Source: an optimization exercise on an open RTL-to-GDS flow (aim: small area, a short achievable clock period and few clock cycles). Production flows keep margins and buffers that such runs may drop. The RTL was checked by simulation tests, not by an equivalence proof against the original design. Power is estimated from default activity; no workload was simulated.

==> flow/design.v, too long to show whole: its modules and the start of the top module <==
// module alu: 81 lines
// module csr_exec: 94 lines
// module csr_file: 103 lines
// module decoder: 184 lines
// module pc: 24 lines
// module registerfile: 40 lines
// module execution_unit: 248 lines
// module memory_unit: 85 lines
// module writeback: 68 lines
// module EX_MEM: 58 lines
// module ID_EX: 72 lines
// module IF_ID: 22 lines
// module MEM_WB: 65 lines
// module forwarding_unit: 92 lines
// module load_use_detector: 74 lines
// module riscv_cpu: 347 lines
module riscv_cpu (
    input wire clk,
    input wire rst,
    input wire [31:0] module_instr_in,
    input wire [31:0] module_read_data_in,
    output wire [31:0] module_pc_out,
    output wire [31:0] module_wr_data_out,
    output wire module_mem_wr_en,
    output wire module_mem_rd_en,
    output wire [31:0] module_read_addr,
    output wire [31:0] module_write_addr,
    output wire [3:0] module_write_byte_enable,   
    output wire [2:0] module_load_type            
);
  // ...
==> flow/run.sh <==
#!/bin/bash
# synth_recipe.tcl (not shown) runs the flow's synth.tcl, then flattens the netlist and writes it again
# the make line also repeats each setting of config.mk as NAME=value (left out here)
make -C /OpenROAD-flow-scripts/flow DESIGN_CONFIG=/design/flow/config.mk WORK_HOME=/design/flow/orfs CLKGATE_MAP_FILE= SYNTH_SCRIPT=/design/flow/synth_recipe.tcl finish
==> flow/config.mk <==
export PLATFORM = sky130hd
export DESIGN_NAME = riscv_cpu
export DESIGN_NICKNAME = riscv_cpu
export VERILOG_FILES = /design/flow/design.v
export SDC_FILE = /design/flow/constraint.sdc
export NUM_CORES = 4
export LEC_CHECK = 0
export CAP_MARGIN = 20
export CORE_MARGIN = 2
export CORE_UTILIZATION = 40
export SLEW_MARGIN = 20
==> flow/constraint.sdc <==
create_clock -name core_clock -period 11.0 [get_ports {clk}]
set_input_delay 2.2000 -clock core_clock [delete_from_list [all_inputs] [get_ports {clk}]]
set_output_delay 2.2000 -clock core_clock [all_outputs]
set_load 0.01 [all_outputs]
==> impl_metrics.json, run 1 <==
{
  "p_sw_share_pct": 25.1,
  "mostFrequentLayoutCell": "nand2_1",
  "critPathBufInv": 3,
  "synth.distinct_cells": 118,
  "synth_warnings": 13,
  "p_int_uw": 10900,
  "die_h_um": 498,
  "synth_fa_ha_area_share_pct": 2.15,
  "pwr-share-seq_pct": 46.8,
  "core_mm2": 0.243,
  "area_growth_pct": 13.3,
  "cellPowerDensity_mw_per_mm2": 131,
  "fin_nets": 9753,
  "regMostFlops": "rf_inst0.register_file",
  "status": "timing/DRC/antenna clean",
  "largest_reg_flops": 1024,
  "clkPwrFrac_pct": 46.0,
  "htreeDepth": 4,
  "grt_pass1_vias": 81500,
  "setup_ws_ns": 1.46,
  "avgSynthCellArea_um2": 10.2,
  "required_ns": 11.76,
  "startpoint_type": "register",
  "antenna_found_initial": 34,
  "synth_seq_cells": 1696,
  "grt_overflow": 0,
  "comb_cell_power_uw": 1050,
  "p_seq_uw": 6800,
  "powerClk_uw": 6690,
  "drtPass1Iterations": 10,
  "grtUsageMet1_pct": 47.9,
  "cts_root_buf": "clkbuf_16",
  "final-seq-area_mm2": 0.0471,
  "p_leak_uw": 0.0432,
  "hold_path.class": "reg -> reg",
  "mostFrequentLayoutCells": "1314 x nand2_1, 992 x edfxtp_1, 675 x mux2i_1, 632 x dfrtp_1, 597 x o21ai_0",
  "crit_arrival_ns": 10.29,
  "r2r_end": "id_ex_inst0.rd_addr_out[4]$_DFF_PP0_",
  "synthesis.area_mm2": 0.0976
}
Testbench counts, summed over its fixed seeds: cycles 68,030.
==> module riscv_cpu, before the edit <==
module riscv_cpu (
    input wire clk,
    input wire rst,
    input wire [31:0] module_instr_in,
    input wire [31:0] module_read_data_in,
    output wire [31:0] module_pc_out,
    output wire [31:0] module_wr_data_out,
    output wire module_mem_wr_en,
    output wire module_mem_rd_en,
    output wire [31:0] module_read_addr,
    output wire [31:0] module_write_addr,
    output wire [3:0] module_write_byte_enable,   
    output wire [2:0] module_load_type            
);
    wire [31:0] pc_inst0_out;
    wire pc_inst0_j_signal;
    wire [31:0] pc_inst0_jump;
    wire stall_pipeline;  
    assign pc_inst0_j_signal = ex_inst0_jump_signal_out;
    assign pc_inst0_jump = ex_inst0_jump_addr_out;
    pc pc_inst0 (
        .clk(clk),
        .rst(rst),
        .j_signal(pc_inst0_j_signal),
        .jump(pc_inst0_jump),
        .stall(stall_pipeline),  
        .out(pc_inst0_out)
    );
    assign module_pc_out = pc_inst0_out;
    wire [31:0] if_id_pc_out;
    wire [31:0] if_id_instr_out;
    wire branch_flush;
    assign branch_flush = ex_inst0_jump_signal_out;  
    IF_ID if_id_inst0 (
        .clk(clk),
        .rst(rst),
        .pc_in(pc_inst0_out),
        .instruction_in(branch_flush ? 32'h13 : module_instr_in),
        .stall(stall_pipeline),  
        .pc_out(if_id_pc_out),
        .instruction_out(if_id_instr_out)
    );
    wire [4:0] decoder_inst0_rs1_out;
    wire [4:0] decoder_inst0_rs2_out;
    wire [4:0] decoder_inst0_rd_out;
    wire [31:0] decoder_inst0_imm_out;
    wire decoder_inst0_rs1_valid_out;
    wire decoder_inst0_rs2_valid_out;
    wire decoder_inst0_rd_valid_out;
    wire [6:0] decoder_inst0_opcode_out;
    wire [5:0] decoder_inst0_instr_id_out;
    decoder decoder_inst0 (
        .instr(if_id_instr_out),
        .rs2(decoder_inst0_rs2_out),
        .rs1(decoder_inst0_rs1_out),
        .imm(decoder_inst0_imm_out),
        .rd(decoder_inst0_rd_out),
        .rs1_valid(decoder_inst0_rs1_valid_out),
        .rs2_valid(decoder_inst0_rs2_valid_out),
        .rd_valid(decoder_inst0_rd_valid_out),
        .opcode(decoder_inst0_opcode_out),
        .instr_id(decoder_inst0_instr_id_out)
    );
    load_use_detector load_use_detector_inst0 (
        .rs1_id(decoder_inst0_rs1_out),
        .rs2_id(decoder_inst0_rs2_out),
        .rs1_valid_id(decoder_inst0_rs1_valid_out),
        .rs2_valid_id(decoder_inst0_rs2_valid_out),
        .instr_id_ex(id_ex_inst0_instr_id_out),
        .rd_ex(id_ex_inst0_rd_addr_out),
        .rd_valid_ex(id_ex_inst0_rd_valid_out),
        .stall_pipeline(stall_pipeline)
    );
    wire [31:0] rf_inst0_rs1_value_out;
    wire [31:0] rf_inst0_rs2_value_out;
    wire [4:0] rf_inst0_rd_in;
    wire rf_inst0_wr_en;
    wire [31:0] rf_inst0_rd_value_in;
    registerfile rf_inst0 (
        .clk(clk),
        .rs1(decoder_inst0_rs1_out),
        .rs2(decoder_inst0_rs2_out),
        .rs1_valid(decoder_inst0_rs1_valid_out),
        .rs2_valid(decoder_inst0_rs2_valid_out),
        .rd(rf_inst0_rd_in),
        .wr_en(rf_inst0_wr_en),
        .rd_value(rf_inst0_rd_value_in),
        .rs1_value(rf_inst0_rs1_value_out),
        .rs2_value(rf_inst0_rs2_value_out)
    );
    wire id_ex_inst0_rs1_valid_out;
    wire id_ex_inst0_rs2_valid_out;
    wire id_ex_inst0_rd_valid_out;
    wire [31:0] id_ex_inst0_imm_out;
    wire [4:0] id_ex_inst0_rs1_addr_out;
    wire [4:0] id_ex_inst0_rs2_addr_out;
    wire [4:0] id_ex_inst0_rd_addr_out;
    wire [6:0] id_ex_inst0_opcode_out;
    wire [5:0] id_ex_inst0_instr_id_out;
    wire [31:0] id_ex_inst0_pc_out;
    wire [31:0] id_ex_inst0_rs1_value_out;
    wire [31:0] id_ex_inst0_rs2_value_out;
    wire execution_flush;
    wire pipeline_flush;
    assign pipeline_flush = branch_flush || execution_flush;
    ID_EX id_ex_inst0 (
        .clk(clk),
        .rst(rst),
        .rs1_valid_in(decoder_inst0_rs1_valid_out),
        .rs2_valid_in(decoder_inst0_rs2_valid_out),
        .rd_valid_in(decoder_inst0_rd_valid_out),
        .imm_in(decoder_inst0_imm_out),
        .rs1_addr_in(decoder_inst0_rs1_out),
        .rs2_addr_in(decoder_inst0_rs2_out),
        .rd_addr_in(decoder_inst0_rd_out),
        .opcode_in(decoder_inst0_opcode_out),
        .instr_id_in(decoder_inst0_instr_id_out),
        .pc_in(if_id_pc_out),
        .rs1_value_in(rf_inst0_rs1_value_out),
        .rs2_value_in(rf_inst0_rs2_value_out),
        .stall(pipeline_flush || stall_pipeline),  
        .rs1_valid_out(id_ex_inst0_rs1_valid_out),
        .rs2_valid_out(id_ex_inst0_rs2_valid_out),
        .rd_valid_out(id_ex_inst0_rd_valid_out),
        .imm_out(id_ex_inst0_imm_out),
        .rs1_addr_out(id_ex_inst0_rs1_addr_out),
        .rs2_addr_out(id_ex_inst0_rs2_addr_out),
        .rd_addr_out(id_ex_inst0_rd_addr_out),
        .opcode_out(id_ex_inst0_opcode_out),
        .instr_id_out(id_ex_inst0_instr_id_out),
        .pc_out(id_ex_inst0_pc_out),
        .rs1_value_out(id_ex_inst0_rs1_value_out),
        .rs2_value_out(id_ex_inst0_rs2_value_out)
    );
    wire [31:0] ex_inst0_exec_output_out;
    wire ex_inst0_jump_signal_out;
    wire [31:0] ex_inst0_jump_addr_out;
    wire [31:0] ex_inst0_mem_addr_out;
    wire [31:0] ex_inst0_rs1_value_out;
    wire [31:0] ex_inst0_rs2_value_out;
    wire [1:0] forward_a;
    wire [1:0] forward_b;
    forwarding_unit forwarding_unit_inst0 (
        .rs1_addr_ex(id_ex_inst0_rs1_addr_out),
        .rs2_addr_ex(id_ex_inst0_rs2_addr_out),
        .rs1_valid_ex(id_ex_inst0_rs1_valid_out),
        .rs2_valid_ex(id_ex_inst0_rs2_valid_out),
        .rd_addr_mem(ex_mem_inst0_rd_addr_out),
        .rd_valid_mem(ex_mem_inst0_rd_valid_out),
        .instr_id_mem(ex_mem_inst0_instr_id_out),
        .rd_addr_wb(mem_wb_inst0_rd_addr_out),
        .rd_valid_wb(mem_wb_inst0_rd_valid_out),
        .wr_en_wb(wb_inst0_wr_en_out),
        .forward_a(forward_a),
        .forward_b(forward_b)
    );
    wire [11:0] csr_addr;
    wire [31:0] csr_read_data;
    wire [31:0] csr_write_data;
    wire csr_write_enable;
    wire csr_read_enable;
    wire csr_valid;
    wire mret_instruction;
    wire ecall_exception;
    wire ebreak_exception;
    wire [31:0] csr_mtvec;
    wire [31:0] csr_mepc;
    csr_file csr_file_inst (
        .clk(clk),
        .rst(rst),
        .csr_addr(csr_addr),
        .write_data(csr_write_data),
        .write_enable(csr_write_enable),
        .read_enable(csr_read_enable),
        .read_data(csr_read_data),
        .csr_valid(csr_valid),
        .exception_pc_in(id_ex_inst0_pc_out),
        .mret_instruction(mret_instruction),
        .ecall_exception(ecall_exception),
        .ebreak_exception(ebreak_exception),
        .mtvec_out(csr_mtvec),
        .mepc_out(csr_mepc)
    );
    execution_unit ex_unit_inst0 (
        .rs1(id_ex_inst0_rs1_value_out),
        .rs2(id_ex_inst0_rs2_value_out),
        .imm(id_ex_inst0_imm_out),
        .rs1_addr(id_ex_inst0_rs1_addr_out),
        .rs2_addr(id_ex_inst0_rs2_addr_out),
        .opcode(id_ex_inst0_opcode_out),
        .instr_id(id_ex_inst0_instr_id_out),
        .rs1_valid(id_ex_inst0_rs1_valid_out),
        .rs2_valid(id_ex_inst0_rs2_valid_out),
        .pc_input(id_ex_inst0_pc_out),
        .forward_a(forward_a),
        .forward_b(forward_b),
        .ex_mem_result(ex_mem_inst0_exec_output_out),
        .mem_wb_result(wb_inst0_rd_value_out),
        .csr_read_data(csr_read_data),
        .csr_valid(csr_valid),
        .csr_addr(csr_addr),
        .csr_read_enable(csr_read_enable),
        .csr_write_data(csr_write_data),
        .csr_write_enable(csr_write_enable),
        .exec_output(ex_inst0_exec_output_out),
        .jump_signal(ex_inst0_jump_signal_out),
        .jump_addr(ex_inst0_jump_addr_out),
        .mem_addr(ex_inst0_mem_addr_out),
        .rs1_value_out(ex_inst0_rs1_value_out),
        .rs2_value_out(ex_inst0_rs2_value_out),
        .flush_pipeline(execution_flush),
        .mtvec(csr_mtvec),
        .mepc(csr_mepc),
        .mret_instruction(mret_instruction),
        .ecall_exception(ecall_exception),
        .ebreak_exception(ebreak_exception)
    );
    wire [4:0] ex_mem_inst0_rs1_addr_out;
    wire [4:0] ex_mem_inst0_rs2_addr_out;
    wire [4:0] ex_mem_inst0_rd_addr_out;
    wire [31:0] ex_mem_inst0_rs1_value_out;
    wire [31:0] ex_mem_inst0_rs2_value_out;
    wire [31:0] ex_mem_inst0_pc_out;
    wire [31:0] ex_mem_inst0_mem_addr_out;
    wire [31:0] ex_mem_inst0_exec_output_out;
    wire ex_mem_inst0_jump_signal_out;
    wire [31:0] ex_mem_inst0_jump_addr_out;
    wire [5:0] ex_mem_inst0_instr_id_out;
    wire ex_mem_inst0_rd_valid_out;
    EX_MEM ex_mem_inst0 (
        .clk(clk),
        .rst(rst),
        .rs1_addr_in(id_ex_inst0_rs1_addr_out),
        .rs2_addr_in(id_ex_inst0_rs2_addr_out),
        .rd_addr_in(id_ex_inst0_rd_addr_out),
        .rs1_value_in(ex_inst0_rs1_value_out),
        .rs2_value_in(ex_inst0_rs2_value_out),
        .pc_in(id_ex_inst0_pc_out),
        .mem_addr_in(ex_inst0_mem_addr_out),
        .exec_output_in(ex_inst0_exec_output_out),
        .jump_signal_in(ex_inst0_jump_signal_out),
        .jump_addr_in(ex_inst0_jump_addr_out),
        .instr_id_in(id_ex_inst0_instr_id_out),
        .rd_valid_in(id_ex_inst0_rd_valid_out),
        .rs1_addr_out(ex_mem_inst0_rs1_addr_out),
        .rs2_addr_out(ex_mem_inst0_rs2_addr_out),
        .rd_addr_out(ex_mem_inst0_rd_addr_out),
        .rs1_value_out(ex_mem_inst0_rs1_value_out),
        .rs2_value_out(ex_mem_inst0_rs2_value_out),
        .pc_out(ex_mem_inst0_pc_out),
        .mem_addr_out(ex_mem_inst0_mem_addr_out),
        .exec_output_out(ex_mem_inst0_exec_output_out),
        .jump_signal_out(ex_mem_inst0_jump_signal_out),
        .jump_addr_out(ex_mem_inst0_jump_addr_out),
        .instr_id_out(ex_mem_inst0_instr_id_out),
        .rd_valid_out(ex_mem_inst0_rd_valid_out)
    );
    wire mem_unit_inst0_wr_enable_out;
    wire mem_unit_inst0_read_enable_out;
    wire [31:0] mem_unit_inst0_wr_data_out;
    wire [31:0] mem_unit_inst0_read_addr_out;
    wire [31:0] mem_unit_inst0_wr_addr_out;
    wire [3:0] mem_unit_inst0_write_byte_enable_out;   
    wire [2:0] mem_unit_inst0_load_type_out;           
    assign module_mem_wr_en = mem_unit_inst0_wr_enable_out;
    assign module_mem_rd_en = mem_unit_inst0_read_enable_out;
    assign module_write_addr = mem_unit_inst0_wr_addr_out;
    assign module_read_addr = mem_unit_inst0_read_addr_out;
    assign module_wr_data_out = mem_unit_inst0_wr_data_out;
    assign module_write_byte_enable = mem_unit_inst0_write_byte_enable_out;
    assign module_load_type = mem_unit_inst0_load_type_out;
    memory_unit mem_unit_inst0 (
        .instr_id(ex_mem_inst0_instr_id_out),
        .rs2_value(ex_mem_inst0_rs2_value_out),
        .mem_addr(ex_mem_inst0_mem_addr_out),
        .wr_enable(mem_unit_inst0_wr_enable_out),
        .read_enable(mem_unit_inst0_read_enable_out),
        .wr_data(mem_unit_inst0_wr_data_out),
        .read_addr(mem_unit_inst0_read_addr_out),
        .wr_addr(mem_unit_inst0_wr_addr_out),
        .write_byte_enable(mem_unit_inst0_write_byte_enable_out),
        .load_type(mem_unit_inst0_load_type_out)
    );
    wire [4:0] mem_wb_inst0_rs1_addr_out;
    wire [4:0] mem_wb_inst0_rs2_addr_out;
    wire [4:0] mem_wb_inst0_rd_addr_out;
    wire [31:0] mem_wb_inst0_rs1_value_out;
    wire [31:0] mem_wb_inst0_rs2_value_out;
    wire [31:0] mem_wb_inst0_pc_out;
    wire [31:0] mem_wb_inst0_mem_addr_out;
    wire [31:0] mem_wb_inst0_exec_output_out;
    wire mem_wb_inst0_jump_signal_out;
    wire [31:0] mem_wb_inst0_jump_addr_out;
    wire [5:0] mem_wb_inst0_instr_id_out;
    wire mem_wb_inst0_rd_valid_out;
    wire [31:0] mem_wb_inst0_mem_data_out;
    wire store_load_hazard = 1'b0;
    wire [31:0] forwarded_store_data = 32'b0;
    MEM_WB mem_wb_inst0 (
        .clk(clk),
        .rst(rst),
        .rs1_addr_in(ex_mem_inst0_rs1_addr_out),
        .rs2_addr_in(ex_mem_inst0_rs2_addr_out),
        .rd_addr_in(ex_mem_inst0_rd_addr_out),
        .rs1_value_in(ex_mem_inst0_rs1_value_out),
        .rs2_value_in(ex_mem_inst0_rs2_value_out),
        .pc_in(ex_mem_inst0_pc_out),
        .mem_addr_in(ex_mem_inst0_mem_addr_out),
        .exec_output_in(ex_mem_inst0_exec_output_out),
        .jump_signal_in(ex_mem_inst0_jump_signal_out),
        .jump_addr_in(ex_mem_inst0_jump_addr_out),
        .instr_id_in(ex_mem_inst0_instr_id_out),
        .rd_valid_in(ex_mem_inst0_rd_valid_out),
        .mem_data_in(module_read_data_in),   
        .store_load_hazard(store_load_hazard),
        .store_data(forwarded_store_data),
        .rs1_addr_out(mem_wb_inst0_rs1_addr_out),
        .rs2_addr_out(mem_wb_inst0_rs2_addr_out),
        .rd_addr_out(mem_wb_inst0_rd_addr_out),
        .rs1_value_out(mem_wb_inst0_rs1_value_out),
        .rs2_value_out(mem_wb_inst0_rs2_value_out),
        .pc_out(mem_wb_inst0_pc_out),
        .mem_addr_out(mem_wb_inst0_mem_addr_out),
        .exec_output_out(mem_wb_inst0_exec_output_out),
        .jump_signal_out(mem_wb_inst0_jump_signal_out),
        .jump_addr_out(mem_wb_inst0_jump_addr_out),
        .instr_id_out(mem_wb_inst0_instr_id_out),
        .rd_valid_out(mem_wb_inst0_rd_valid_out),
        .mem_data_out(mem_wb_inst0_mem_data_out)   
    );
    wire wb_inst0_wr_en_out;
    wire [4:0] wb_inst0_rd_addr_out;
    wire [31:0] wb_inst0_rd_value_out;
    assign rf_inst0_rd_in = wb_inst0_rd_addr_out;
    assign rf_inst0_wr_en = wb_inst0_wr_en_out;
    assign rf_inst0_rd_value_in = wb_inst0_rd_value_out;
    writeback wb_inst0 (
        .rd_valid_in(mem_wb_inst0_rd_valid_out),
        .rd_addr_in(mem_wb_inst0_rd_addr_out),
        .rd_value_in(mem_wb_inst0_exec_output_out),
        .mem_data_in(mem_wb_inst0_mem_data_out),   
        .instr_id_in(mem_wb_inst0_instr_id_out),
        .rd_addr_out(wb_inst0_rd_addr_out),
        .rd_value_out(wb_inst0_rd_value_out),
        .wr_en_out(wb_inst0_wr_en_out)
    );
endmodule
==> inputs of run 2 (changes only) <==
==> flow/design.v (replaced) <==
`default_nettype none
module riscv_cpu (
    input wire clk,
    input wire rst,
    input wire [31:0] module_instr_in,
    input wire [31:0] module_read_data_in,
    output wire [31:0] module_pc_out,
    output wire [31:0] module_wr_data_out,
    output wire module_mem_wr_en,
    output wire module_mem_rd_en,
    output wire [31:0] module_read_addr,
    output wire [31:0] module_write_addr,
    output wire [3:0] module_write_byte_enable,
    output wire [2:0] module_load_type
);
    reg        d_valid;
    reg [31:0] d_ins;
    reg [31:2] d_pc;
    reg [31:2] f_pc;      
    reg [31:0] e_a;       
    reg [31:0] e_b;       
    reg [11:0] e_imm;     
    reg [31:2] e_aux;     
    reg [4:0]  e_rd;
    reg        e_wen;     
    reg        e_load, e_store, e_branch, e_jalr, e_trap, e_mret, e_csr;
    reg        e_pred;    
    reg        e_ebreak;
    reg        e_auxres;  
    reg        e_alt;     
    reg        e_csr_nz;  
    reg [2:0]  e_f3;
    reg [31:0] mstatus, mie, mtvec, mscratch, mepc, mcause, mtval;
    reg [10:0] mip_r;
    reg [31:0] rf [1:31];
    wire [31:0] imm_x = {{20{e_imm[11]}}, e_imm};
    wire [31:0] addr = e_a + imm_x;
    wire eq   = (e_a == e_b);
    wire lt_s = ($signed(e_a) < $signed(e_b));
    wire lt_u = (e_a < e_b);
    wire cond = e_f3[2] ? (e_f3[1] ? lt_u : lt_s) : eq;
    wire taken = cond ^ e_f3[0];
    wire br_redirect = e_branch & (taken ^ e_pred);
    wire ex_redirect = br_redirect | e_jalr | e_trap | e_mret;
    wire [31:2] ex_target = e_jalr ? addr[31:2] :
                            e_trap ? mtvec[31:2] :
                            e_mret ? mepc[31:2] : e_aux;
    wire [31:0] addsub = e_alt ? (e_a - e_b) : (e_a + e_b);
    wire [31:0] sll = e_a << e_b[4:0];
    wire [32:0] srx_w = $signed({e_alt & e_a[31], e_a}) >>> e_b[4:0];
    wire [31:0] srx = srx_w[31:0];
    reg  [31:0] alu;
    always @(*) begin
        case (e_f3)
            3'd0: alu = addsub;
            3'd1: alu = sll;
            3'd2: alu = {31'b0, lt_s};
            3'd3: alu = {31'b0, lt_u};
            3'd4: alu = e_a ^ e_b;
            3'd5: alu = srx;
            3'd6: alu = e_a | e_b;
            default: alu = e_a & e_b;
        endcase
    end
    reg [31:0] csr_rd;
    always @(*) begin
        case (e_imm)
            12'h300: csr_rd = mstatus;
            12'h301: csr_rd = 32'h40000100;
            12'h304: csr_rd = mie;
            12'h305: csr_rd = mtvec;
            12'h340: csr_rd = mscratch;
            12'h341: csr_rd = mepc;
            12'h342: csr_rd = mcause;
            12'h343: csr_rd = mtval;
            12'h344: csr_rd = {21'b0, mip_r};
            default: csr_rd = 32'b0;
        endcase
    end
    wire [31:0] csr_wd = (e_f3[1:0] == 2'b01) ? e_a :
                         (e_f3[1:0] == 2'b10) ? (csr_rd | e_a) : (csr_rd & ~e_a);
    wire csr_we = e_csr & ((e_f3[1:0] == 2'b01) | e_csr_nz);
    wire [31:0] ex_result = e_load ? module_read_data_in :
                            e_csr ? csr_rd :
                            e_auxres ? {e_aux, 2'b00} : alu;
    assign module_mem_rd_en = e_load;
    assign module_mem_wr_en = e_store;
    assign module_read_addr = addr;
    assign module_write_addr = addr;
    assign module_load_type = e_f3;
    assign module_wr_data_out = e_b;
    assign module_write_byte_enable =
        (e_f3[1:0] == 2'b00) ? 4'b0001 :
        (e_f3[1:0] == 2'b01) ? (addr[0] ? 4'b0000 : 4'b0011) :
        ((addr[1:0] == 2'b00) ? 4'b1111 : 4'b0000);
    wire [4:0] op = d_ins[6:2];
    wire [2:0] f3 = d_ins[14:12];
    wire [4:0] rs1 = d_ins[19:15];
    wire [4:0] rs2 = d_ins[24:20];
    wire [4:0] rd  = d_ins[11:7];
    wire is_load   = (op == 5'b00000);
    wire is_store  = (op == 5'b01000);
    wire is_branch = (op == 5'b11000);
    wire is_jalr   = (op == 5'b11001);
    wire is_jal    = (op == 5'b11011);
    wire is_opimm  = (op == 5'b00100);
    wire is_op     = (op == 5'b01100);
    wire is_lui    = (op == 5'b01101);
    wire is_auipc  = (op == 5'b00101);
    wire is_sys    = (op == 5'b11100);
    wire is_priv   = is_sys & (f3 == 3'b000);
    wire is_csr    = is_sys & (f3 != 3'b000);
    wire [31:0] imm_i = {{20{d_ins[31]}}, d_ins[31:20]};
    wire [11:0] imm_s = {d_ins[31:25], d_ins[11:7]};
    wire [31:2] imm_b = {{20{d_ins[31]}}, d_ins[7], d_ins[30:25], d_ins[11:9]};
    wire [31:2] imm_j = {{12{d_ins[31]}}, d_ins[19:12], d_ins[20], d_ins[30:22]};
    wire [31:2] imm_u = {d_ins[31:12], 10'b0};
    wire [31:2] id_target = d_pc + (is_jal ? imm_j : is_branch ? imm_b : imm_u);
    wire id_pred = d_valid & (is_jal | (is_branch & d_ins[31]));
    wire id_wen = (rd != 5'b0) & (is_op | is_opimm | is_load | is_lui | is_auipc |
                                  is_jal | is_jalr | is_csr);
    wire [31:0] rf1 = (rs1 == 5'b0) ? 32'b0 : rf[rs1];
    wire [31:0] rf2 = (rs2 == 5'b0) ? 32'b0 : rf[rs2];
    wire byp1 = e_wen & (e_rd == rs1);
    wire byp2 = e_wen & (e_rd == rs2);
    wire [31:0] id_a = (is_csr & f3[2]) ? {27'b0, rs1} : byp1 ? ex_result : rf1;
    wire [31:0] id_b = (is_opimm | is_load) ? imm_i : byp2 ? ex_result : rf2;
    wire id_go = d_valid & ~ex_redirect;
    wire [31:2] next_pc = ex_redirect ? ex_target : id_pred ? id_target : f_pc;
    assign module_pc_out = {next_pc, 2'b00};
    always @(posedge clk or posedge rst) begin
        if (rst) begin
            d_valid <= 1'b0;
            f_pc <= 30'b0;
        end else begin
            d_valid <= 1'b1;
            f_pc <= next_pc + 30'd1;
        end
    end
    always @(posedge clk) begin
        d_ins <= module_instr_in;
        d_pc <= next_pc;
    end
    always @(posedge clk or posedge rst) begin
        if (rst) begin
            e_wen <= 1'b0;
            e_load <= 1'b0;
            e_store <= 1'b0;
            e_branch <= 1'b0;
            e_jalr <= 1'b0;
            e_trap <= 1'b0;
            e_mret <= 1'b0;
            e_csr <= 1'b0;
        end else begin
            e_wen <= id_go & id_wen;
            e_load <= id_go & is_load;
            e_store <= id_go & is_store;
            e_branch <= id_go & is_branch;
            e_jalr <= id_go & is_jalr;
            e_trap <= id_go & is_priv & ~d_ins[29];
            e_mret <= id_go & is_priv & d_ins[29];
            e_csr <= id_go & is_csr;
        end
    end
    always @(posedge clk) begin
        e_a <= id_a;
        e_b <= id_b;
        e_imm <= is_store ? imm_s : imm_i[11:0];
        e_rd <= rd;
        e_pred <= d_ins[31];
        e_ebreak <= d_ins[20];
        e_auxres <= is_lui | is_auipc | is_jal | is_jalr;
        e_alt <= d_ins[30] & (is_op | (f3 == 3'b101));
        e_csr_nz <= (rs1 != 5'b0);
        e_f3 <= f3;
        e_aux <= is_lui ? imm_u :
                 is_auipc ? id_target :
                 is_branch ? (d_ins[31] ? f_pc : id_target) :
                 is_priv ? d_pc : f_pc;
    end
    always @(posedge clk) begin
        if (e_wen)
            rf[e_rd] <= ex_result;
    end
    always @(posedge clk or posedge rst) begin
        if (rst) begin
            mstatus <= 32'h00001800;
            mie <= 32'b0;
            mtvec <= 32'b0;
            mscratch <= 32'b0;
            mepc <= 32'b0;
            mcause <= 32'b0;
            mtval <= 32'b0;
            mip_r <= 11'b0;
        end else if (e_mret) begin
            mstatus[3] <= mstatus[7];
            mstatus[7] <= 1'b1;
        end else if (e_trap) begin
            mepc <= {e_aux, 2'b00};
            mcause <= e_ebreak ? 32'd3 : 32'd11;
            mstatus[7] <= mstatus[3];
            mstatus[3] <= 1'b0;
        end else if (csr_we) begin
            case (e_imm)
                12'h300: mstatus <= csr_wd;
                12'h304: mie <= csr_wd;
                12'h305: mtvec <= csr_wd;
                12'h340: mscratch <= csr_wd;
                12'h341: mepc <= csr_wd;
                12'h342: mcause <= csr_wd;
                12'h343: mtval <= csr_wd;
                12'h344: mip_r <= csr_wd[10:0] & 11'h777;
                default: ;
            endcase
        end
    end
endmodule
==> run 2 against run 1 <==
Compared with the run above: via count fell by 33%; routed wire length is 41% lower; global-route usage fell by 9.7 points; cell count fell by 31%; still clean; non-clock buffer count down 165.
==> impl_metrics.json, run 2 <==
{
  "synth_common_cells": "992 x edfxtp_1, 618 x mux4_2, 516 x nand2_1",
  "synthesis.area_mm2": 0.0783,
  "p_sw_share_pct": 32.4,
  "post-place-ws_ns": 2.78,
  "rsz0062_at_grt": "no",
  "cts.repair.resized": 0,
  "avgSynthCellArea_um2": 12.7,
  "rrSetupSlack_ns": 3.84,
  "largest_reg_flops": 992,
  "grt_max_degree": 153,
  "mostFrequentLayoutCells": "992 x edfxtp_1, 618 x mux4_2, 512 x nand2_1, 448 x nor2_1, 432 x a21oi_1",
  "cts_max_path_buffers": 3,
  "htreeDepth": 4,
  "fin_cells": 8864,
  "final_core_util_pct": 45.5,
  "fin_tns_setup_ns": 0,
  "p_sw_uw": 5260,
  "fin_nets": 6413,
  "synth_seq_cells": 1442,
  "setup_violations": 0,
  "required_ns": 8.80,
  "synth_area_leaders": "edfxtp_1 38%, mux4_2 18%, dfrtp_1 8.6%, dfxtp_1 4.6%, a21oi_1 2.8%",
  "wl_per_cell_um": 32.5,
  "ys_seq_area_share_pct": 51.3,
  "io_buffer_count": 198,
  "crit_arrival_ns": 7.00,
  "synth_warnings": 1,
  "synth.distinct_cells": 100,
  "detailroute.via_count": 57600,
  "core_mm2": 0.195,
  "synth_top_area_share_pct": 38.1,
  "grt_util_all_layers_pct": 28.5,
  "ant_nets": 0,
  "synth-edff-count": 992,
  "num_rows": 162,
  "p_int_uw": 11000,
  "yosysMostFrequentCell": "edfxtp_1",
  "synth_flop_cell": "edfxtp_1",
  "hold_path.class": "reg -> reg",
  "die_area_mm2": 0.199,
  "dpl.cell_count": 8565,
  "postSynth.asyncResetShare_pct": 18.9,
  "worst_slew_pin_slew_ns": 1.27,
  "startpoint_type": "register",
  "setup_ws_ns": 1.80,
  "fmax_ghz": 0.109,
  "netlist_instances": 6169,
  "drive_gt1_share_pct": 19.2,
  "final_hold_viol_count": 0,
  "numCtsBuffers": 158,
  "antenna_found_initial": 15,
  "drtPass1Iterations": 6,
  "grt_pass1_wl_mm": 407,
  "p_leak_uw": 0.0315,
  "cts_tree": "done",
  "skew_ns": 0.0541,
  "cts_setup_buffers": 0,
  "status": "timing/DRC/antenna clean",
  "cts_root_buf": "clkbuf_16",
  "crit_fanout": 35,
  "min_period_over_period_pct": 83.6,
  "die_h_um": 446,
  "cap_violations": 0,
  "hold_buffers": 0,
  "relSlewSlack_pct": 15.4,
  "synth_top_area_cell": "edfxtp_1",
  "clock_latency_ns": 0.84,
  "dieWidth_um": 446,
  "drv_slew": 0,
  "regMostFlops": "rf",
  "routed_wl_mm": 288,
  "clk_pin_slew_worst_paths_ns": 0.06,
  "via_per_inst": 6.50,
  "critical_path_class": "reg -> out",
  "grt_pass1_vias": 55100,
  "cellPowerDensity_mw_per_mm2": 183,
  "area_growth_pct": 13.2,
  "mostFrequentLayoutCell": "edfxtp_1",
  "grt_overflow": 0,
  "period_needed_ns": 9.20,
  "drc": 0,
  "pwr-share-seq_pct": 40.4,
  "clkPwrFrac_pct": 33.5,
  "io_pins": 203,
  "vdd_ir_drop_max_mv": 0.167,
  "crit_path_end_kind": "primary output",
  "cts_sinks": 1442,
  "combPwrFrac_pct": 26.1,
  "drt-initial-drc-count": 7837,
  "place_congestion": 0.962,
  "dp_hpwl_mm": 183,
  "start_util_pct": 40.2
}
run 2: cell types whose count changed after synthesis, moves of 148 or more:
cell      delta
a211oi_1   -196
dfrtp_1    -368
nand3_1    -206
nand2_1    -816
mux2i_1    -480
clkbuf_1   -211
o21ai_0    -178
a31oi_1    -179
mux4_2     +489
and3_1     -148
a221oi_1   -164
run 2: metrics by stage:
step | hold WS, ns | power, µW | instance area (µm²)
finish | 0.450 | 16200 | 88600
global route | 0.462 | 16800 | 88600
CTS | 0.455 | 16200 | 88500
detailed placement | 0.444 | 10800 | 83200
global placement | 0.446 | 10800 | 83200
floorplan | 0.339 | 9110 | 78300
run 2: path summary, 6_finish.rpt:
check	start	end	depth (start not counted)
max	e_a[14]$_SDFF_PP0_	module_pc_out[18]	12
min	d_ins[8]$_DFF_P_	e_rd[1]$_DFF_P_	0
max reg2reg	e_a[14]$_SDFF_PP0_	f_pc[18]$_DFF_PP0_	18
min reg2reg	d_ins[8]$_DFF_P_	e_rd[1]$_DFF_P_	0
max in group asynchronous	rst	mepc[27]$_DFFE_PP0P_	3
min in group asynchronous	rst	f_pc[8]$_DFF_PP0_	2
run 2: routing by layer:
layer  vias to the layer above  wire, µm  track usage (%)
met1                     29400    110000             37.4
met4                         8     17000             14.7
met5                         -        51                0
met2                      3427    135000             45.4
li1                      24100         -                -
met3                       679     26900             5.15
run 2: logic make-up after synthesis:
| logic type | share of synthesized area (%) |
|---|---|
| muxes | 20.9 |
| other | 0.00960 |
| AOI/OAI and AO/OA | 12.5 |
| DFF | 51.3 |
| xor gates and xnor gates | 1.62 |
| buffers and inverters | 3.37 |
| adders and majority gates | 2.63 |
| and+or+nand+nor | 7.61 |
run 2: power groups by stage:
stage / logic [µW] / registers, µW / clock network (µW)
6_report: 4230 / 6570 / 5440
5_1_grt: 4490 / 6580 / 5720
4_1_cts: 4160 / 6560 / 5510
3_5_place_dp: 4140 / 6680 / 0
3_3_place_gp: 4120 / 6670 / 0
2_1_floorplan: 2600 / 6510 / 0
run 2: cell type report:
class	count	area [µm²]
Antenna cell	10	25.0
Clock buffer	207	4330
Tap cell	2542	3180
Inverter	140	538
Sequential cell	1442	40200
Timing Repair Buffer	376	3410
Clock inverter	80	963
Multi-Input combinational cell	4067	35900
Fill cell	17300	106000
run 2: critical path, cell delays in order (launching register included):
cell and delay, ns:
dfxtp_1 0.82, inv_1 0.21, ha_1 0.50, inv_1 0.13
a221oi_1 0.73, a31oi_1 0.26, o21a_1 0.32, o31a_1 0.35
o21ai_2 0.64, nand2_2 0.69, and3_1 0.38, a21oi_1 0.44
clkdlybuf4s50_1 0.64
Testbench counts of run 2, summed over its fixed seeds: cycles 49,076.
==> inputs of run 3 (changes only) <==
--- a/flow/design.v
+++ b/flow/design.v
@@ -13,12 +13,15 @@
     output wire [3:0] module_write_byte_enable,
     output wire [2:0] module_load_type
 );
+    reg [31:2] pc;
     reg        d_valid;
     reg [31:0] d_ins;
     reg [31:2] d_pc;
-    reg [31:2] f_pc;      
+    reg [31:2] d_tgt;     
+    reg        d_pred;    
     reg [31:0] e_a;       
     reg [31:0] e_b;       
+    reg        e_fa, e_fb;  
     reg [11:0] e_imm;     
     reg [31:2] e_aux;     
     reg [4:0]  e_rd;
@@ -30,14 +33,34 @@
     reg        e_alt;     
     reg        e_csr_nz;  
     reg [2:0]  e_f3;
+    reg        m_load, m_store, m_wen;
+    reg [4:0]  m_rd;
+    reg [31:0] m_res;
+    reg [31:0] m_addr;
+    reg [31:0] m_wdata;
+    reg [3:0]  m_be;
+    reg [2:0]  m_lt;
     reg [31:0] mstatus, mie, mtvec, mscratch, mepc, mcause, mtval;
     reg [10:0] mip_r;
     reg [31:0] rf [1:31];
-    wire [31:0] imm_x = {{20{e_imm[11]}}, e_imm};
-    wire [31:0] addr = e_a + imm_x;
-    wire eq   = (e_a == e_b);
-    wire lt_s = ($signed(e_a) < $signed(e_b));
-    wire lt_u = (e_a < e_b);
+    assign module_mem_rd_en = m_load;
+    assign module_mem_wr_en = m_store;
+    assign module_read_addr = m_addr;
+    assign module_write_addr = m_addr;
+    assign module_load_type = m_lt;
+    assign module_wr_data_out = m_wdata;
+    assign module_write_byte_enable = m_be;
+    wire [31:0] mem_result = m_load ? module_read_data_in : m_res;
+    always @(posedge clk) begin
+        if (m_wen)
+            rf[m_rd] <= mem_result;
+    end
+    wire [31:0] a = e_fa ? module_read_data_in : e_a;
+    wire [31:0] b = e_fb ? module_read_data_in : e_b;
+    wire [31:0] addr = a + {{20{e_imm[11]}}, e_imm};
+    wire eq   = (a == b);
+    wire lt_s = ($signed(a) < $signed(b));
+    wire lt_u = (a < b);
     wire cond = e_f3[2] ? (e_f3[1] ? lt_u : lt_s) : eq;
     wire taken = cond ^ e_f3[0];
     wire br_redirect = e_branch & (taken ^ e_pred);
@@ -45,9 +68,9 @@
     wire [31:2] ex_target = e_jalr ? addr[31:2] :
                             e_trap ? mtvec[31:2] :
                             e_mret ? mepc[31:2] : e_aux;
-    wire [31:0] addsub = e_alt ? (e_a - e_b) : (e_a + e_b);
-    wire [31:0] sll = e_a << e_b[4:0];
-    wire [32:0] srx_w = $signed({e_alt & e_a[31], e_a}) >>> e_b[4:0];
+    wire [31:0] addsub = e_alt ? (a - b) : (a + b);
+    wire [31:0] sll = a << b[4:0];
+    wire [32:0] srx_w = $signed({e_alt & a[31], a}) >>> b[4:0];
     wire [31:0] srx = srx_w[31:0];
     reg  [31:0] alu;
     always @(*) begin
@@ -56,10 +79,10 @@
             3'd1: alu = sll;
             3'd2: alu = {31'b0, lt_s};
             3'd3: alu = {31'b0, lt_u};
-            3'd4: alu = e_a ^ e_b;
+            3'd4: alu = a ^ b;
             3'd5: alu = srx;
-            3'd6: alu = e_a | e_b;
-            default: alu = e_a & e_b;
+            3'd6: alu = a | b;
+            default: alu = a & b;
         endcase
     end
     reg [31:0] csr_rd;
@@ -77,22 +100,34 @@
             default: csr_rd = 32'b0;
         endcase
     end
-    wire [31:0] csr_wd = (e_f3[1:0] == 2'b01) ? e_a :
-                         (e_f3[1:0] == 2'b10) ? (csr_rd | e_a) : (csr_rd & ~e_a);
+    wire [31:0] csr_wd = (e_f3[1:0] == 2'b01) ? a :
+                         (e_f3[1:0] == 2'b10) ? (csr_rd | a) : (csr_rd & ~a);
     wire csr_we = e_csr & ((e_f3[1:0] == 2'b01) | e_csr_nz);
-    wire [31:0] ex_result = e_load ? module_read_data_in :
-                            e_csr ? csr_rd :
+    wire [31:0] ex_result = e_csr ? csr_rd :
                             e_auxres ? {e_aux, 2'b00} : alu;
-    assign module_mem_rd_en = e_load;
-    assign module_mem_wr_en = e_store;
-    assign module_read_addr = addr;
-    assign module_write_addr = addr;
-    assign module_load_type = e_f3;
-    assign module_wr_data_out = e_b;
-    assign module_write_byte_enable =
+    wire [3:0] ex_be =
         (e_f3[1:0] == 2'b00) ? 4'b0001 :
         (e_f3[1:0] == 2'b01) ? (addr[0] ? 4'b0000 : 4'b0011) :
         ((addr[1:0] == 2'b00) ? 4'b1111 : 4'b0000);
+    always @(posedge clk or posedge rst) begin
+        if (rst) begin
+            m_load <= 1'b0;
+            m_store <= 1'b0;
+            m_wen <= 1'b0;
+        end else begin
+            m_load <= e_load;
+            m_store <= e_store;
+            m_wen <= e_wen;
+        end
+    end
+    always @(posedge clk) begin
+        m_rd <= e_rd;
+        m_res <= ex_result;
+        m_addr <= addr;
+        m_wdata <= b;
+        m_be <= ex_be;
+        m_lt <= e_f3;
+    end
     wire [4:0] op = d_ins[6:2];
     wire [2:0] f3 = d_ins[14:12];
     wire [4:0] rs1 = d_ins[19:15];
@@ -112,35 +147,30 @@
     wire is_csr    = is_sys & (f3 != 3'b000);
     wire [31:0] imm_i = {{20{d_ins[31]}}, d_ins[31:20]};
     wire [11:0] imm_s = {d_ins[31:25], d_ins[11:7]};
-    wire [31:2] imm_b = {{20{d_ins[31]}}, d_ins[7], d_ins[30:25], d_ins[11:9]};
-    wire [31:2] imm_j = {{12{d_ins[31]}}, d_ins[19:12], d_ins[20], d_ins[30:22]};
     wire [31:2] imm_u = {d_ins[31:12], 10'b0};
-    wire [31:2] id_target = d_pc + (is_jal ? imm_j : is_branch ? imm_b : imm_u);
-    wire id_pred = d_valid & (is_jal | (is_branch & d_ins[31]));
     wire id_wen = (rd != 5'b0) & (is_op | is_opimm | is_load | is_lui | is_auipc |
                                   is_jal | is_jalr | is_csr);
-    wire [31:0] rf1 = (rs1 == 5'b0) ? 32'b0 : rf[rs1];
-    wire [31:0] rf2 = (rs2 == 5'b0) ? 32'b0 : rf[rs2];
-    wire byp1 = e_wen & (e_rd == rs1);
-    wire byp2 = e_wen & (e_rd == rs2);
-    wire [31:0] id_a = (is_csr & f3[2]) ? {27'b0, rs1} : byp1 ? ex_result : rf1;
-    wire [31:0] id_b = (is_opimm | is_load) ? imm_i : byp2 ? ex_result : rf2;
+    wire uses_rs2 = is_op | is_store | is_branch;
+    wire [31:2] d_pc1 = d_pc + 30'd1;
+    reg [31:0] rf1, rf2;
+    integer k;
+    always @(*) begin
+        rf1 = 32'b0;
+        rf2 = 32'b0;
+        for (k = 1; k < 32; k = k + 1) begin
+            rf1 = rf1 | (rf[k] & {32{rs1 == k[4:0]}});
+            rf2 = rf2 | (rf[k] & {32{rs2 == k[4:0]}});
+        end
+    end
+    wire ex1 = e_wen & (e_rd == rs1);
+    wire ex2 = e_wen & (e_rd == rs2);
+    wire mem1 = m_wen & (m_rd == rs1);
+    wire mem2 = m_wen & (m_rd == rs2);
+    wire [31:0] id_a = (is_csr & f3[2]) ? {27'b0, rs1} :
+                       ex1 ? ex_result : mem1 ? mem_result : rf1;
+    wire [31:0] id_b = (is_opimm | is_load) ? imm_i :
+                       ex2 ? ex_result : mem2 ? mem_result : rf2;
     wire id_go = d_valid & ~ex_redirect;
-    wire [31:2] next_pc = ex_redirect ? ex_target : id_pred ? id_target : f_pc;
-    assign module_pc_out = {next_pc, 2'b00};
-    always @(posedge clk or posedge rst) begin
-        if (rst) begin
-            d_valid <= 1'b0;
-            f_pc <= 30'b0;
-        end else begin
-            d_valid <= 1'b1;
-            f_pc <= next_pc + 30'd1;
-        end
-    end
-    always @(posedge clk) begin
-        d_ins <= module_instr_in;
-        d_pc <= next_pc;
-    end
     always @(posedge clk or posedge rst) begin
         if (rst) begin
             e_wen <= 1'b0;
@@ -165,22 +195,45 @@
     always @(posedge clk) begin
         e_a <= id_a;
         e_b <= id_b;
+        e_fa <= e_load & ex1 & ~(is_csr & f3[2]);
+        e_fb <= e_load & ex2 & uses_rs2;
         e_imm <= is_store ? imm_s : imm_i[11:0];
         e_rd <= rd;
-        e_pred <= d_ins[31];
+        e_pred <= d_pred;
         e_ebreak <= d_ins[20];
         e_auxres <= is_lui | is_auipc | is_jal | is_jalr;
         e_alt <= d_ins[30] & (is_op | (f3 == 3'b101));
         e_csr_nz <= (rs1 != 5'b0);
         e_f3 <= f3;
         e_aux <= is_lui ? imm_u :
-                 is_auipc ? id_target :
-                 is_branch ? (d_ins[31] ? f_pc : id_target) :
-                 is_priv ? d_pc : f_pc;
-    end
-    always @(posedge clk) begin
-        if (e_wen)
-            rf[e_rd] <= ex_result;
+                 is_auipc ? d_tgt :
+                 is_branch ? (d_pred ? d_pc1 : d_tgt) :
+                 is_priv ? d_pc : d_pc1;
+    end
+    assign module_pc_out = {pc, 2'b00};
+    wire [31:0] fi = module_instr_in;
+    wire [4:0]  f_op = fi[6:2];
+    wire f_jal = (f_op == 5'b11011);
+    wire f_br  = (f_op == 5'b11000);
+    wire [31:2] f_imm_b = {{20{fi[31]}}, fi[7], fi[30:25], fi[11:9]};
+    wire [31:2] f_imm_j = {{12{fi[31]}}, fi[19:12], fi[20], fi[30:22]};
+    wire [31:2] f_imm_u = {fi[31:12], 10'b0};
+    wire [31:2] f_tgt = pc + (f_jal ? f_imm_j : f_br ? f_imm_b : f_imm_u);
+    wire f_pred = f_jal | (f_br & fi[31]);
+    always @(posedge clk or posedge rst) begin
+        if (rst) begin
+            pc <= 30'b0;
+            d_valid <= 1'b0;
+        end else begin
+            pc <= ex_redirect ? ex_target : f_pred ? f_tgt : pc + 30'd1;
+            d_valid <= ~ex_redirect;
+        end
+    end
+    always @(posedge clk) begin
+        d_ins <= fi;
+        d_pc <= pc;
+        d_tgt <= f_tgt;
+        d_pred <= f_pred;
     end
     always @(posedge clk or posedge rst) begin
         if (rst) begin
--- a/flow/config.mk
+++ b/flow/config.mk
@@ -5,7 +5,9 @@
 export SDC_FILE = /design/flow/constraint.sdc
 export NUM_CORES = 4
 export LEC_CHECK = 0
+export ABC_CLOCK_PERIOD_IN_PS = 4000
 export CAP_MARGIN = 20
 export CORE_MARGIN = 2
 export CORE_UTILIZATION = 40
+export SETUP_SLACK_MARGIN = 5
 export SLEW_MARGIN = 20
==> run 3 against run 2 <==
Compared with the run above: design area grew 1.4%; routed wire length grew 33%; clock-buffer cell count grew 22; flip-flop and latch count grew 144; clock skew grew 0.027 ns; critical endpoint is now e_jalr$_DFF_PP0_; area after synthesis shrank 0.60%.
==> impl_metrics.json, run 3 <==
{
  "critPathCapture": "e_jalr$_DFF_PP0_",
  "detailroute.via_count": 69400,
  "final_hold_viol_count": 0,
  "routed_wl_mm": 383,
  "worst_slew_pin_slew_ns": 1.22,
  "avgSynthCellArea_um2": 11.1,
  "dieWidth_um": 445,
  "area_growth_pct": 15.5,
  "r2r_start": "e_fb$_DFF_P_",
  "skew_ns": 0.0807,
  "synth_common_cells": "992 x edfxtp_1, 601 x nand2_1, 472 x a22oi_1",
  "crit_start": "module_read_data_in[17]",
  "via_per_inst": 7.09,
  "postSynth.asyncResetShare_pct": 17.3,
  "drtPass1Iterations": 14,
  "status": "timing/DRC/antenna clean",
  "clock_latency_ns": 0.88,
  "r2r_cells": 13,
  "cts_root_buf": "clkbuf_16",
  "rrSetupSlack_ns": 5.58,
  "ant_nets": 0,
  "die_h_um": 445,
  "fin_nets": 7330,
  "core_mm2": 0.193,
  "crit_path_end_kind": "register",
  "p_leak_uw": 0.0324,
  "io_buffer_count": 198,
  "cts_tree": "done",
  "fin_tns_setup_ns": 0,
  "cts_sinks": 1586,
  "wl_per_cell_um": 39.2,
  "hold_start": "d_pred$_DFF_P_",
  "rsz0062_at_grt": "yes",
  "vdd_ir_drop_max_mv": 0.181,
  "drv_slew": 0,
  "synth.distinct_cells": 101,
  "fmax_ghz": 0.166,
  "largest_reg_flops": 992,
  "path_cells": "clkdlybuf4s50_1 > mux2i_4 > buf_4 > inv_1 > ha_1 > inv_1 > a21oi_1 > o21ai_0 > a31oi_1 > a211oi_1 > a211o_2 > mux2i_1 > o311a_2 > buf_12 > and2_4 > nand2_2 > nor4_1",
  "io_pins": 203,
  "ys_seq_area_share_pct": 55.4,
  "synth_top_area_cell": "edfxtp_1",
  "startpoint_type": "input port",
  "yosysMostFrequentCell": "edfxtp_1",
  "place_congestion": 1.00,
  "path_common_cell": "inv_1",
  "cts_max_path_buffers": 3,
  "min_period_over_period_pct": 54.9,
  "critical_path.max_stage_delay_ns": 0.69,
  "required_ns": 11.74,
  "num_rows": 161,
  "grt_pass1_vias": 64500,
  "drive_gt1_share_pct": 12.1,
  "synth_top_area_share_pct": 38.3,
  "regMostFlops": "rf",
  "htreeDepth": 4,
  "drt-initial-drc-count": 13800,
  "synth_flop_cell": "edfxtp_1",
  "grt_max_degree": 77,
  "setup_violations": 0,
  "clk_pin_slew_worst_paths_ns": 0.06,
  "antenna_found_initial": 16,
  "mostFrequentLayoutCell": "edfxtp_1",
  "critical_path_class": "in -> reg",
  "synth_area_leaders": "edfxtp_1 38%, dfrtp_1 8.8%, dfxtp_1 8.2%, a22oi_1 4.6%, nand2_1 2.9%",
  "grt_pass1_wl_mm": 520,
  "die_area_mm2": 0.198,
  "netlist_instances": 7019,
  "dp_hpwl_mm": 245,
  "hold_path.class": "reg -> reg",
  "synthesis.area_mm2": 0.0778,
  "start_util_pct": 40.3,
  "holdWs_ns": 0.354,
  "drc": 0,
  "synth-edff-count": 992,
  "grt_overflow": 0,
  "numCtsBuffers": 170,
  "synth_warnings": 1,
  "mostFrequentLayoutCells": "992 x edfxtp_1, 597 x nand2_1, 472 x a22oi_1, 437 x o21ai_0, 355 x a21oi_1",
  "cap_violations": 0,
  "fillers": 17600,
  "period_needed_ns": 6.04,
  "r2r_end": "e_b[12]$_DFF_P_",
  "grt_util_all_layers_pct": 37.3,
  "crit_slowest_cell": "clkdlybuf4s50_1",
  "synth_seq_cells": 1586,
  "crit_fanout": 54,
  "relSlewSlack_pct": 18.1,
  "cellPowerDensity_mw_per_mm2": 203,
  "crit_arrival_ns": 6.78
}
## run 3: changes by cell type in the layout (fill, tap and decap cells not counted), moves of 39 or more
cell	delta
a22o_1	+235
a22oi_1	+408
nand4_1	+110
a221oi_1	+196
dfxtp_1	+152
nand3_1	+134
buf_4	+74
nand2_1	+85
a21oi_1	-77
a222oi_1	+39
nor2_1	-118
mux4_2	-610
nor2_4	+62
## run 3: routing by layer
| layer | vias up | share of wire (%) | GRT usage (%) |
|---|---|---|---|
| met3 | 1792 | 14 | 13.9 |
| li1 | 27500 | - | - |
| met1 | 33800 | 35 | 45.8 |
| met4 | 20 | 8.9 | 25.7 |
| met5 | - | 0.12 | 1.17 |
| met2 | 6283 | 41 | 54.1 |
## run 3: how the worst min path moves through the flow
stage / end / slack, ns / cells past startpoint
2_1_floorplan: e_pred$_DFF_P_ / 0.32 / 0
3_3_place_gp: e_pred$_DFF_P_ / 0.35 / 0
3_5_place_dp: e_pred$_DFF_P_ / 0.35 / 0
4_1_cts: e_pred$_DFF_P_ / 0.35 / 0
5_1_grt: e_pred$_DFF_P_ / 0.37 / 0
6_report: e_pred$_DFF_P_ / 0.35 / 0
## run 3: power breakdown
group          internal, µW  switching [µW]  leakage [µW]
combinational          1610            3130        0.0153
clock                  3390            2550       0.00282
sequential             7050             492        0.0143
## run 3: per-stage QoR
step / setup slack (ns) / instances / util (%) / instance area [µm²] / total power (µW)
after floorplan: 5.03 / 7020 / - / 77800 / 10000
after global placement: 2.92 / 9427 / 43.1 / 83200 / 12100
after detailed placement: 2.87 / 9427 / 43.1 / 83200 / 12100
after CTS: 5.00 / 9758 / 46.3 / 89400 / 18000
after global routing: 4.91 / 9772 / 46.5 / 89800 / 18700
final: 4.96 / 9781 / 46.5 / 89800 / 18200
## run 3: timing repair
item,CTS,global route
setup buffers,14,12
gates resized for setup,90,47
pin swaps,4,8
endpoints found under the setup margin,113,44
hold buffers,0,0
## run 3: final cells by class
cell class	count	area, µm²	share of cell area (%)
Sequential cell	1586	43100	48.0
Multi-Input combinational cell	4741	33200	37.0
Clock buffer	229	4800	5.35
Timing Repair Buffer	453	3940	4.39
Tap cell	2526	3160	3.52
Clock inverter	88	1000	1.12
Inverter	149	582	0.648
Antenna cell	9	22.5	0.0251
## run 3: logic make-up after synthesis
kind of cell,after synthesis,share of synthesized area [%]
multiplexers,298,4.27
AND/OR/NAND/NOR,1694,9.98
flip-flops,1586,55.4
buffers and inverters,693,3.68
adder cells (fa/ha/maj),163,2.66
AO/OA/AOI/OAI,2395,21.9
XOR/XNOR,189,2.13
other,1,0.00482
## run 3: worst max-delay path: cells and delay by family
family	cells	cell delay, ns
buf+inv	5	1.68
compound gates	6	1.47
simple gates	3	0.70
mux	2	0.33
fa+ha+maj	1	0.33
Testbench counts of run 3, summed over its fixed seeds: cycles 51,898.

==> afterwards: timing with drivers on the ports <==
No port has a modelled driver above. Below, the same layouts with a new extraction and two added sets of constraints.
Step 1 (the two cells are an assumption about what drives the block):
set clk [get_ports {clk}]
set_driving_cell -lib_cell sky130_fd_sc_hd__clkbuf_16 $clk
set_driving_cell -lib_cell sky130_fd_sc_hd__buf_2 [delete_from_list [all_inputs] $clk]
Step 2 times the ports against the registers' clock, not the clock port: input delays grow and output delays shrink by t, the midpoint of the rising clock arrivals with the driver on.
a / b / c = ideal / step 1 / step 2; a / b = the first two.
run | shift t [ns] | setup slack, ns | cell pins on the clock port's net
run 1 | 0.939 | 1.463 / 1.463 / 1.463 | 1
run 2 | 0.901 | 1.799 / 1.714 / 2.615 | 1
run 3 | 0.919 | 4.964 / 5.023 / 4.104 | 1
After both steps every run listed still meets setup and hold. For run 3, which loses most, drivers alone change the setup slack by +0.059 ns; drivers and shift together by -0.860 ns.
